This is an optimization exercise on Yosys and OpenROAD, whose aim is small area, not a production implementation.
At most, simulation tests tie the RTL to the original design; equivalence was not proved.
Power is estimated from default activity; no workload was simulated.

==> run D <==
Design gaussian_noise, start of the top module:
module gaussian_noise (Y, select, clk, Y_hat, noise_debug, reset, state);
Settings: LEC_CHECK=0, CAP_MARGIN=20, CORE_MARGIN=2, CORE_UTILIZATION=40, CTS_BUF_LIST=sky130_fd_sc_hd__clkbuf_16, CTS_CLUSTER_DIAMETER=80, CTS_CLUSTER_SIZE=28, SLEW_MARGIN=20; clock period 15.0 ns.
standard.sh (not shown) runs the stock make flow with config.mk's settings and CLKGATE_MAP_FILE= SYNTH_SCRIPT=/design/flow/synth_recipe.tcl, a recipe that flattens the netlist after the stock synthesis.
==> flow/flow/run.sh <==
#!/bin/bash
# Standard ORFS layout, with the port buffers inserted as the smallest buffer cell.
# Each tool's full log is kept by ORFS under orfs/logs/; make's own output goes to flow_make.log.
set -euo pipefail
bash standard.sh BUFFER_PORTS_ARGS="-buffer_cell sky130_fd_sc_hd__buf_1" finish > flow_make.log 2>&1
==> inputs of run Z, as changes to run D <==
--- a/flow/design.v
+++ b/flow/design.v
@@ -63,14 +63,13 @@
 genvar ib;
 generate for (ib = 0; ib < 32; ib = ib + 1) begin : parb
   assign b0[ib] = ch[ib+5] ^ ch[ib+3];
 end endgenerate
 wire valid = ~(select[2] & select[1]);   
 wire setb = select[2] | (select[1] & select[0]);   
-wire [5:0] sel1h = {select == 3'd5, select == 3'd4, select == 3'd3, select == 3'd2, select == 3'd1, select == 3'd0};
-wire [31:0] gs = ({32{sel1h[0]}} & g0) | ({32{sel1h[1]}} & g1) | ({32{sel1h[2]}} & g2) | ({32{sel1h[3]}} & g3) | ({32{sel1h[4]}} & g4) | ({32{sel1h[5]}} & g5);
+wire [31:0] gs = select[2] ? (select[0] ? g5 : g4) : (select[1] ? (select[0] ? g3 : g2) : (select[0] ? g1 : g0));
 wire [31:0] c0 = setb ? b0 : a0, c1 = setb ? b1 : a1, c2 = setb ? b2 : a2;
 wire [31:0] v0 = c0;
 wire [31:0] v1 = c1 ^ (gs & ~c0);
 wire [31:0] v2 = c2 ^ (gs & ~(c1 & c0));
 wire [31:0] ra = v0, rb = {v1[30:0], 1'b0}, rc = {v2[29:0], 2'b0};
 wire [31:0] cs = ra ^ rb ^ rc;
- CORE_UTILIZATION: 40 -> 50
- CTS_BUF_LIST: sky130_fd_sc_hd__clkbuf_16 -> sky130_fd_sc_hd__clkbuf_8
- CTS_CLUSTER_DIAMETER: 80 -> 60
- CTS_CLUSTER_SIZE: 28 -> 16
==> run summary <==
Pin count of the biggest net entering global routing: run Z 178; run D 210
Number of instances in the synthesized netlist: run Z 1423; run D 1442
Met1 layer wirelength in the final routing: run Z 17.66 mm; run D 16.74 mm
Half-perimeter wire length after detailed placement: run Z 26.37 mm; run D 29.35 mm
Max rail drop VDD: run Z 70.96 uV; run D 71.00 uV
Area growth syn-to-layout: run Z 8.289%; run D 9.531%
Final worst-path cycle share: run Z 94.81%; run D 94.99%
Met1 GRT Util: run Z 31.89%; run D 23.51%
Result of the run: run Z finished clean; run D finished clean
Count of routing violations after the opening detailed-route iteration: run Z 431; run D 724
Final worst slack: run Z 778.1 ps; run D 752.1 ps
Fmax: run Z 70.31 MHz; run D 70.19 MHz
Aggregate routed wire length: run Z 35.37 mm; run D 37.99 mm
For run D, only the layout was checked, not whether the RTL still works.


==> inputs of v31 <==
Another version of the RTL of gaussian_noise (not shown whole).
==> flow/config.mk <==
export PLATFORM = sky130hd
export DESIGN_NAME = gaussian_noise
export DESIGN_NICKNAME = gaussian_noise
export VERILOG_FILES = /design/flow/design.v
export SDC_FILE = /design/flow/constraint.sdc
export NUM_CORES = 4
export LEC_CHECK = 0
export CAP_MARGIN = 20
export CORE_MARGIN = 2
export CORE_UTILIZATION = 40
export CTS_BUF_LIST = sky130_fd_sc_hd__clkbuf_8
export CTS_CLUSTER_DIAMETER = 60
export CTS_CLUSTER_SIZE = 16
export SLEW_MARGIN = 20
==> flow/constraint.sdc <==
create_clock -name core_clock -period 15.0 [get_ports {clk}]
set_input_delay 3.0000 -clock core_clock [delete_from_list [all_inputs] [get_ports {clk}]]
set_output_delay 3.0000 -clock core_clock [all_outputs]
set_load 0.01 [all_outputs]
Scripts as last shown in full above: flow/flow/run.sh
==> inputs of v8, as changes to v31 <==
Settings changed: CTS_BUF_LIST sky130_fd_sc_hd__clkbuf_8 to sky130_fd_sc_hd__clkbuf_16, CTS_CLUSTER_DIAMETER 60 to 100, CTS_CLUSTER_SIZE 16 to 30.
==> summary.md <==
| Metric | Value |
|---|---|
| Via density | 5.22 |
| DR WL met3 | 1.28 mm |
| Comb power frac | 0.117 |
| R2R setup slack | 5930 ps |
| Status | timing/DRC/antenna clean |
| Setup ws final | 2320 ps |
| Int Power | 0.805 mW |
| Net Sw Power | 0.297 mW |
| Met1 WL | 11.8 mm |
| CTS clk-pin slew, worst paths | 110 ps |
-- figures above: v8

==> summary.md <==
| Metric | Value |
|---|---|
| Int Power | 0.805 mW |
| Net Sw Power | 0.309 mW |
| Comb power frac | 0.116 |
| Setup ws final | 2330 ps |
| Via density | 5.16 |
| Status | timing/DRC/antenna clean |
| DR WL met3 | 1.15 mm |
-- figures above: v31

## re-timing with driven ports
No port has a modelled driver above. Below, the same layouts with a new extraction and two added sets of constraints.
Step 1: set_driving_cell puts a clkbuf_16 on clk and a buf_2 on each other input, an assumption about the parent block.
Step 2 adds t to the input delays and takes it off the output delays; t is the mean of the earliest and latest rising clock arrival at the registers after step 1. Input paths then give back, and output paths get back, about the clock's delay inside the block.
a / b / c = no drivers / after step 1 / after step 2; a / b = the first two.
| run | t (ns) | setup slack, ns | hold slack, ns | latest minus earliest clock arrival (ns) |
|---|---|---|---|---|
| run D | 0.554 | 0.752 / 0.730 / 0.730 | 0.360 / 0.360 / 0.360 | 0.025 / 0.025 |
| run Z | 0.631 | 0.778 / 0.754 / 0.754 | 0.354 / 0.354 / 0.354 | 0.036 / 0.037 |
| v31 | 0.574 | 2.334 / 2.308 / 2.308 | 0.357 / 0.357 / 0.357 | 0.028 / 0.028 |
| v8 | 0.528 | 2.322 / 2.296 / 2.296 | 0.360 / 0.360 / 0.360 | 0.031 / 0.030 |
After both steps setup and hold are still met in every run listed.
